This is an optimization exercise on Yosys and OpenROAD, whose aim is small area, not a production implementation. RTL that was checked went through simulation tests only; none was proved equivalent to the original. The flow treats the clock pin as an ideal source, which a real chip does not have. Power is estimated from default activity; no workload was simulated.

## CPU
module CPU
(
    input wire CLK,
    input wire RST,
    input wire [ 7 : 0 ] INPUT,
    input wire INTR_in,
    output wire [ 7 : 0 ] imem_addr,
    input wire [ 7 : 0 ] imem_data,
    input wire [ 7 : 0 ] imem_m0,
    input wire [ 7 : 0 ] imem_m1,
    output wire [ 7 : 0 ] dmem_addr,
    output wire [ 7 : 0 ] dmem_wdata,
    output wire dmem_we,
    output wire dmem_re,
    input wire [ 7 : 0 ] dmem_rdata,
    output wire [ 7 : 0 ] OUTPUT
);
Size: roughly 150 flip-flops, roughly 7300 sq um of cells after synthesis.
export LEC_CHECK = 0
export CAP_MARGIN = 0
export CORE_MARGIN = 2
export CORE_UTILIZATION = 40
export SLEW_MARGIN = 0
create_clock -name core_clock -period 8.0 [get_ports {CLK}]
standard.sh (not shown) runs the stock make flow with config.mk's settings and CLKGATE_MAP_FILE= SYNTH_SCRIPT=/design/flow/synth_recipe.tcl, a recipe that flattens the netlist after the stock synthesis.
==> flow/flow/run.sh <==
#!/bin/bash
# Own layout flow. Same as the standard flow (standard.sh) except:
#  - synthesis: the standard synthesis script (synth_recipe.tcl and ORFS's
#    synth.tcl) with only the ABC mapping script replaced. Several
#    area-oriented ABC scripts (flow/m*.abc) are tried and the one giving the
#    smallest cell area is used for the layout. Registers are mapped before
#    ABC, so they keep the standard names and cell types.
#  - port buffers use sky130_fd_sc_hd__buf_1 (every port still gets one);
#  - clock-tree synthesis uses clkbuf_8 buffers and no dummy loads; after it,
#    flow/clkdown.tcl swaps clock buffers to smaller ones where the clock slew at
#    the flip-flops stays low.
# Each tool's full output stays in orfs/logs/ (cand_*/logs/ for the trial
# syntheses, clkdown.log for the clock-buffer step); make's output goes to
# make*.log.
set -euo pipefail
W=$(pwd)
R="$W/orfs/results/$FLOW_PLATFORM/CPU/base"
mk_synth() {  # $1: abc script -> $W/own_synth_<name>.tcl
  local n; n=$(basename "$1" .abc)
  sed "s|log_cmd abc {\*}\$abc_args|log_cmd abc -script $1 {*}[lrange \$abc_args 2 end]|" \
    "$FLOW_HOME/scripts/synth.tcl" > "$W/synth_$n.tcl"
  grep -q "$1" "$W/synth_$n.tcl"
  sed "s|source \$::env(SCRIPTS_DIR)/synth.tcl|source $W/synth_$n.tcl|" synth_recipe.tcl > "$W/own_synth_$n.tcl"
  grep -q "synth_$n.tcl" "$W/own_synth_$n.tcl"
}
best=""; best_area=""
for s in "$W"/flow/m*.abc; do
  n=$(basename "$s" .abc)
  mk_synth "$s"
  if make -C "$FLOW_HOME" DESIGN_CONFIG="$W/config.mk" WORK_HOME="$W/cand_$n" CLKGATE_MAP_FILE= \
       SYNTH_SCRIPT="$W/own_synth_$n.tcl" synth > "$W/make_cand_$n.log" 2>&1; then
    a=$(grep "Chip area for module" "$W/cand_$n/reports/$FLOW_PLATFORM/CPU/base/synth_stat.txt" | awk '{print $NF}')
    echo "$n $a" >> "$W/synth_candidates.txt"
    if [[ -z "$best" ]] || awk -v a="$a" -v b="$best_area" 'BEGIN{exit !(a < b)}'; then
      best=$n; best_area=$a
    fi
  fi
done
echo "chosen ${best:-standard} $best_area" >> "$W/synth_candidates.txt"
rm -rf "$W"/cand_*/objects "$W"/cand_*/results
synth_arg="SYNTH_SCRIPT=$W/synth_recipe.tcl"
if [[ -n "$best" ]]; then synth_arg="SYNTH_SCRIPT=$W/own_synth_$best.tcl"; fi
args=("$synth_arg"
  'BUFFER_PORTS_ARGS=-buffer_cell sky130_fd_sc_hd__buf_1'
  'CTS_ARGS=-sink_clustering_enable -repair_clock_nets -dont_use_dummy_load -buf_list sky130_fd_sc_hd__clkbuf_8')
bash standard.sh "${args[@]}" cts > make_cts.log 2>&1
CTS_ODB="$R/4_cts.odb" CTS_SDC="$R/4_cts.sdc" CLK_SLEW_LIMIT=0.112 \
  PLATFORM_DIR="$FLOW_HOME/platforms/$FLOW_PLATFORM" LIB_FILE="$FLOW_HOME/platforms/$FLOW_PLATFORM/lib/sky130_fd_sc_hd__tt_025C_1v80.lib" \
  openroad -no_init -exit "$W/flow/clkdown.tcl" > "$W/clkdown.log" 2>&1 || true
bash standard.sh "${args[@]}" finish > make.log 2>&1
Other scripts of this flow, unchanged in this note and not shown: flow/flow/clkdown.tcl, flow/flow/m1.abc, flow/flow/m2.abc, flow/flow/m3.abc, flow/flow/m4.abc, flow/flow/m5.abc
==> next run, changes <==
--- a/flow/design.v
+++ b/flow/design.v
@@ -16,17 +16,17 @@
     output wire [ 7 : 0 ] OUTPUT
 );
 localparam K_NOP  = 5'd0,  K_ADD  = 5'd1,  K_SUB  = 5'd2,  K_OR   = 5'd3,
            K_NOT  = 5'd4,  K_NEG  = 5'd5,  K_INC  = 5'd6,  K_DEC  = 5'd7,
            K_SETC = 5'd8,  K_PASSW = 5'd9, K_MOVIN = 5'd10, K_JMP = 5'd11,
            K_LOOPT = 5'd12, K_LDM = 5'd13,
            K_STA  = 5'd16, K_STI  = 5'd17, K_POP  = 5'd18, K_RET  = 5'd19,
            K_OUT  = 5'd20, K_CALL = 5'd21, K_INT  = 5'd22, K_LDI  = 5'd23,
-           K_LDD  = 5'd24, K_SB   = 5'd25;    
+           K_LDD  = 5'd24;
 localparam AS_INSTR = 2'd0, AS_SP = 2'd1, AS_SP1 = 2'd2;
 function [8:0] add8;
     input [7:0] a, b;
     input       c;
     integer     i;
     reg         k;
     begin
         k = c;
@@ -34,30 +34,28 @@
             add8[i] = a[i] ^ b[i] ^ k;
             k = (a[i] & b[i]) | (k & (a[i] ^ b[i]));
         end
         add8[8] = k;
     end
 endfunction
 reg [7:0] pc;                  
 reg [7:0] ir_d, pc_d;          
+reg       sb;                  
 reg [7:0] r0, r1, r2, r3;      
 reg [7:0] ea, eb, ec;          
 reg [4:0] k_e;                 
-wire      sb = (k_e == K_SB);  
 reg [1:0] rd_e;
 reg [7:0] alu_m, addr_m, wd_m;
 reg       wr_m, we_m, re_m, mo_m, br_m;
 reg [1:0] rs_m, rd_m;
 reg [7:0] mo_w, aux_w;
 reg       wr_w, br_w, re_w;
 reg [1:0] rs_w, rd_w;
-reg [1:0] flg_vc;              
-reg       zn_m;                
-wire [3:0] flg = {flg_vc, zn_m & alu_m[7], zn_m & ~|alu_m};    
+reg [3:0] flg;                 
 reg [7:0] outr;
 wire [3:0] opc = ir_d[7:4];
 wire [1:0] fa  = ir_d[3:2];
 wire [1:0] fb  = ir_d[1:0];
 reg       d_ret, d_wsel, d_call, d_st;
 reg       d_2b, d_intr, d_jmp, d_spinc;
 reg [1:0] d_rd, d_as;
 reg [4:0] d_k;
@@ -110,17 +108,17 @@
                     case (fa)
                         2'd0: begin d_k = K_JMP; d_jmp = 1'b1; end
                         2'd1: begin d_k = K_CALL; d_jmp = 1'b1; d_as = AS_SP; d_wsel = 1'b1;
                                     d_call = 1'b1; d_rd = 2'd3; end
                         default: begin d_k = K_RET; d_as = AS_SP1; d_rd = 2'd3; d_ret = 1'b1;
                                     d_spinc = 1'b1; end
                     endcase
                 end
-                4'd12: begin d_2b = 1'b1; d_k = K_SB; end
+                4'd12: d_2b = 1'b1;
                 4'd13: begin d_k = K_LDI; d_rd = ir_d[2:1]; end
                 4'd14: begin d_k = K_STI; d_st = 1'b1; end
                 default: ;
             endcase
         end
     end else begin
         case (ec[3:2])
             2'd0: begin d_k = K_LDM; d_rd = ec[1:0]; end
@@ -185,35 +183,35 @@
     if (!RST)
         pc <= imem_m0;
     else if (!pc_hold)
         pc <= d_intr ? imem_m1 : d_jmp ? mo_w : pc_inc;
 end
 assign imem_addr = pc;
 always @(posedge CLK or negedge RST) begin
     if (!RST) begin
-        ir_d <= 8'h00; pc_d <= 8'h00;
-    end else begin
+        ir_d <= 8'h00; pc_d <= 8'h00; sb <= 1'b0;
+    end else begin
+        sb <= d_2b;
         if (flush_d) begin
             ir_d <= 8'h00; pc_d <= 8'h00;
         end else if (!hold_d) begin
             ir_d <= imem_data; pc_d <= pc;
         end
     end
 end
 always @(posedge CLK or negedge RST) begin
     if (!RST) begin
-        k_e <= K_NOP;
-    end else if (flush_e & ~d_2b) begin
-        k_e <= K_NOP;
-    end else begin
-        k_e <= d_k;
-    end
-end
-always @(posedge CLK) rd_e <= flush_e ? 2'd0 : d_rd;
+        k_e <= K_NOP; rd_e <= 2'd0;
+    end else if (flush_e) begin
+        k_e <= K_NOP; rd_e <= 2'd0;
+    end else begin
+        k_e <= d_k; rd_e <= d_rd;
+    end
+end
 wire [7:0] alu;
 wire [7:0] mo_nx = mo_m ? alu_m : dmem_rdata;    
 wire fa_m = ~d_st & wr_e & (rd_e == fa);
 wire fa_w = ~d_st & wr_m & (rd_m == fa);
 wire fb_m = wr_e & (rd_e == fb);
 wire fb_w = wr_m & (rd_m == fb);
 wire [7:0] fwd_a = fa_m ? alu : fa_w ? mo_nx : rd1;
 wire [7:0] fwd_b = fb_m ? alu : fb_w ? mo_nx : rd2;
@@ -225,21 +223,23 @@
 end
 wire [7:0] A = ea;
 wire [7:0] B = eb;
 wire [7:0] P = use_a ? A : {8{dec}};
 wire [7:0] Q = inv_b ? ~B : B;
 wire [8:0] Sc = add8(P, Q, cin);
 wire [8:0] S = {P[7] ^ Q[7] ^ Sc[8], Sc[7:0]};
 assign alu = is_or ? (A | B) : S[7:0];
+wire       f_z = zn & ~|alu;
+wire       f_n = zn & alu[7];
 wire       f_v = cv & (P[7] == Q[7]) & (S[7] != P[7]);
 wire       f_c = (cv & S[8]) | setc;
 wire [7:0] addr_e = apre_e ? ec : alu;
 wire [7:0] wd_e   = (rs_e == 2'b11) ? ec : ea;
-always @(posedge CLK) begin flg_vc <= {f_v, f_c}; zn_m <= zn; end
+always @(posedge CLK) flg <= {f_v, f_c, f_n, f_z};
 always @(posedge CLK or negedge RST) begin
     if (!RST) begin
         wr_m <= 1'b0; we_m <= 1'b0; re_m <= 1'b0; mo_m <= 1'b0; br_m <= 1'b0;
     end else begin
         wr_m <= wr_e; we_m <= we_e; re_m <= re_e; mo_m <= mo_e; br_m <= br_e;
     end
 end
 always @(posedge CLK) begin
Result: The changed run finished with timing, DRC and antenna clean; clock skew increases by 23 ps; non-clock buffer count increases by 2; final cell count increases by 1.2%; final area barely changes; die area decreases by 0.49%; core utilization hardly moves; first-iteration DRC count increases by 40%.

========
Another version of the RTL of CPU (not shown whole).
Size: about 160 flip-flops, ~77 I/O pins.
==> flow/config.mk <==
export PLATFORM = sky130hd
export DESIGN_NAME = CPU
export DESIGN_NICKNAME = CPU
export VERILOG_FILES = /design/flow/design.v
export SDC_FILE = /design/flow/constraint.sdc
export NUM_CORES = 4
export LEC_CHECK = 0
export CAP_MARGIN = 20
export CORE_MARGIN = 2
export CORE_UTILIZATION = 40
export SLEW_MARGIN = 20
==> flow/constraint.sdc <==
create_clock -name core_clock -period 8.0 [get_ports {CLK}]
set_input_delay 1.6000 -clock core_clock [delete_from_list [all_inputs] [get_ports {CLK}]]
set_output_delay 1.6000 -clock core_clock [all_outputs]
set_load 0.01 [all_outputs]
==> flow/flow/run.sh <==
#!/bin/bash
# Own layout flow. Same as the standard flow (standard.sh) except:
#  - synthesis: the standard synthesis script, with only the ABC mapping
#    script replaced by an area-oriented one (flow/area.abc). Registers are
#    mapped before ABC, so they keep the standard names and cell types.
#  - port buffers use sky130_fd_sc_hd__buf_1 (every port still gets one);
#  - clock-tree synthesis uses clkbuf_8 buffers and no dummy loads.
# Each tool's full output stays in orfs/logs/; make's output goes to make.log.
set -euo pipefail
W=$(pwd)
# synthesis script: synth_recipe.tcl with ORFS's synth.tcl swapped for a copy
# whose only change is the ABC script
sed "s|log_cmd abc {\*}\$abc_args|log_cmd abc -script $W/flow/area.abc {*}[lrange \$abc_args 2 end]|" \
  "$FLOW_HOME/scripts/synth.tcl" > "$W/synth_area.tcl"
grep -q "flow/area.abc" "$W/synth_area.tcl"
sed "s|source \$::env(SCRIPTS_DIR)/synth.tcl|source $W/synth_area.tcl|" synth_recipe.tcl > "$W/own_synth.tcl"
grep -q "synth_area.tcl" "$W/own_synth.tcl"
bash standard.sh \
  "SYNTH_SCRIPT=$W/own_synth.tcl" \
  'BUFFER_PORTS_ARGS=-buffer_cell sky130_fd_sc_hd__buf_1' \
  'CTS_ARGS=-sink_clustering_enable -repair_clock_nets -dont_use_dummy_load -buf_list sky130_fd_sc_hd__clkbuf_8' \
  finish > make.log 2>&1
==> flow/flow/area.abc <==
&get -n
&st
&dch
&nf -R 1000 -p -C 32 -F 8
&put
topo
dnsize -c
Edit:
--- a/flow/design.v
+++ b/flow/design.v
@@ -12,34 +12,20 @@
     output wire [ 7 : 0 ] dmem_wdata,
     output wire dmem_we,
     output wire dmem_re,
     input wire [ 7 : 0 ] dmem_rdata,
     output wire [ 7 : 0 ] OUTPUT
 );
 localparam OP_PASS = 4'd0, OP_ADD = 4'd1, OP_SUB = 4'd2, OP_OR  = 4'd3,
            OP_NOT  = 4'd4, OP_NEG = 4'd5, OP_INC = 4'd6, OP_DEC = 4'd7,
            OP_SETC = 4'd8;
 localparam AS_INSTR = 2'd0, AS_SP = 2'd1, AS_SP1 = 2'd2;
-function [8:0] add8;
-    input [7:0] a, b;
-    input       c;
-    integer     i;
-    reg         k;
-    begin
-        k = c;
-        for (i = 0; i < 8; i = i + 1) begin
-            add8[i] = a[i] ^ b[i] ^ k;
-            k = (a[i] & b[i]) | (k & (a[i] ^ b[i]));
-        end
-        add8[8] = k;
-    end
-endfunction
 reg [7:0] pc;                  
 reg [7:0] ir_d, pc_d;          
 reg       sb;                  
 reg [7:0] r0, r1, r2, r3;      
 reg [7:0] ea, eb, ec;          
 reg       wr_e, we_e, re_e, mo_e, br_e;
 reg [3:0] op_e;
 reg [1:0] rd_e;
 reg [1:0] rs_e;                
 reg       apre_e;              
@@ -137,24 +123,22 @@
 wire pc_hold = ret_h | lu_stall;
 wire flush_d = ret_h | br_w;
 wire hold_d  = ~ret_h & lu_stall;
 wire flush_e = ~ret_h & (br_w | d_2b | lu);
 wire [1:0] xa = d_st ? fb : fa;
 reg [7:0] rd1, rd2;
 always @(*) begin
     case (xa) 2'd0: rd1 = r0; 2'd1: rd1 = r1; 2'd2: rd1 = r2; default: rd1 = r3; endcase
     case (fb) 2'd0: rd2 = r0; 2'd1: rd2 = r1; 2'd2: rd2 = r2; default: rd2 = r3; endcase
 end
-wire [8:0] spid_c = add8(r3, {{7{~d_spinc}}, 1'b1}, 1'b0);
-wire [7:0] spid = spid_c[7:0];
-wire [8:0] pc_inc_c = add8(pc, 8'd0, 1'b1);
-wire [7:0] pc_inc = pc_inc_c[7:0];
+wire [7:0] spid = d_spinc ? r3 + 8'd1 : r3 - 8'd1;
+wire [7:0] pc_inc = pc + 8'd1;
 always @(posedge CLK) begin
     if (!RST)
         pc <= imem_m0;
     else if (!pc_hold)
         pc <= d_intr ? imem_m1 : d_jmp ? mo_w : pc_inc;
 end
 assign imem_addr = pc;
 always @(posedge CLK or negedge RST) begin
     if (!RST) begin
         ir_d <= 8'h00; pc_d <= 8'h00; sb <= 1'b0;
@@ -180,23 +164,22 @@
     end
 end
 wire [7:0] alu;
 wire [7:0] mo_nx = mo_m ? alu_m : dmem_rdata;    
 wire fa_m = ~d_st & wr_e & (rd_e == fa);
 wire fa_w = ~d_st & wr_m & (rd_m == fa);
 wire fb_m = wr_e & (rd_e == fb);
 wire fb_w = wr_m & (rd_m == fb);
 wire [7:0] fwd_a = fa_m ? alu : fa_w ? mo_nx : rd1;
 wire [7:0] fwd_b = fb_m ? alu : fb_w ? mo_nx : rd2;
-wire [8:0] pcw_c = add8(pc_d, 8'd0, d_call);
-always @(posedge CLK) begin
-    ea <= d_wsel ? pcw_c[7:0] : fwd_a;
+always @(posedge CLK) begin
+    ea <= d_wsel ? pc_d + {7'd0, d_call} : fwd_a;
     eb <= fwd_b;
     ec <= (d_as == AS_SP) ? r3 : (d_as == AS_SP1) ? spid : ir_d;
     rs_e <= d_rs; apre_e <= d_apre;
 end
 wire [7:0] A = ea;
 wire [7:0] B = eb;
 reg        use_a, inv_b, cin, dec, is_or, zn, cv, setc;
 always @(*) begin
     use_a = 1'b0; inv_b = 1'b0; cin = 1'b0; dec = 1'b0; is_or = 1'b0;
     zn = 1'b1; cv = 1'b0; setc = 1'b0;
@@ -207,22 +190,21 @@
         OP_NOT:  inv_b = 1'b1;
         OP_NEG:  begin inv_b = 1'b1; cin = 1'b1; end
         OP_INC:  cin = 1'b1;
         OP_DEC:  dec = 1'b1;
         OP_SETC: begin zn = 1'b0; setc = 1'b1; end
         default: zn = 1'b0;
     endcase
 end
 wire [7:0] P = use_a ? A : {8{dec}};
 wire [7:0] Q = inv_b ? ~B : B;
-wire [8:0] Sc = add8(P, Q, cin);
-wire [8:0] S = {P[7] ^ Q[7] ^ Sc[8], Sc[7:0]};
+wire [8:0] S = {P[7], P} + {Q[7], Q} + {8'd0, cin};
 assign alu = is_or ? (A | B) : S[7:0];
 wire       f_z = zn & ~|alu;
 wire       f_n = zn & alu[7];
 wire       f_v = cv & (P[7] == Q[7]) & (S[7] != P[7]);
 wire       f_c = (cv & S[8]) | setc;
 wire [7:0] addr_e = apre_e ? ec : alu;
 wire [7:0] wd_e   = (rs_e == 2'b11) ? ec : ea;
 always @(posedge CLK) flg <= {f_v, f_c, f_n, f_z};
 always @(posedge CLK or negedge RST) begin
     if (!RST) begin
- The new run ran to the end with no violations
- register-to-register slack gets better by 740 ps
- non-clock buffer count came out higher by 5
- synthesized cell count climbs by a few percent
- final cell count came out higher by a few percent
- global-route usage climbs by 0.64 points
- via count goes up slightly
- die area grows by a few percent
- routed wire length rises by a few percent
- area after synthesis goes up by a few percent
- power rose by a few percent
Only the layout flow was run in the second run of this note; the RTL was not checked for function there.

-- re-timing with driven ports --
No port has a modelled driver above. Below, the same layouts with a new extraction and two added sets of constraints. Step 1: set_driving_cell puts a clkbuf_16 on CLK and a buf_2 on each other input, an assumption about the parent block. Step 2 adds t to the input delays and takes it off the output delays; t is the mean of the earliest and latest rising clock arrival at the registers after step 1. Input paths then give back, and output paths get back, about the clock's delay inside the block. a / b / c = ideal / step 1 / step 2; a / b = the first two.
run | t, ns | setup slack, ns | worst setup path after step 2 | clock arrival spread, ns
the first run of note 1 | 0.811 | 2.587 / 2.587 / 2.068 | input to register | 0.042 / 0.041
the second run of note 1 | 0.803 | 2.398 / 2.401 / 1.598 | input to register | 0.064 / 0.064
the first run of note 2 | 0.486 | 2.257 / 2.278 / 1.792 | input to register | 0.024 / 0.024
the second run of note 2 | 0.484 | 3.195 / 3.195 / 2.732 | input to register | 0.021 / 0.021
After both steps every run listed still meets setup and hold. For the second run of note 1, which loses most, drivers alone change the setup slack by +0.003 ns; drivers and shift together by -0.800 ns.
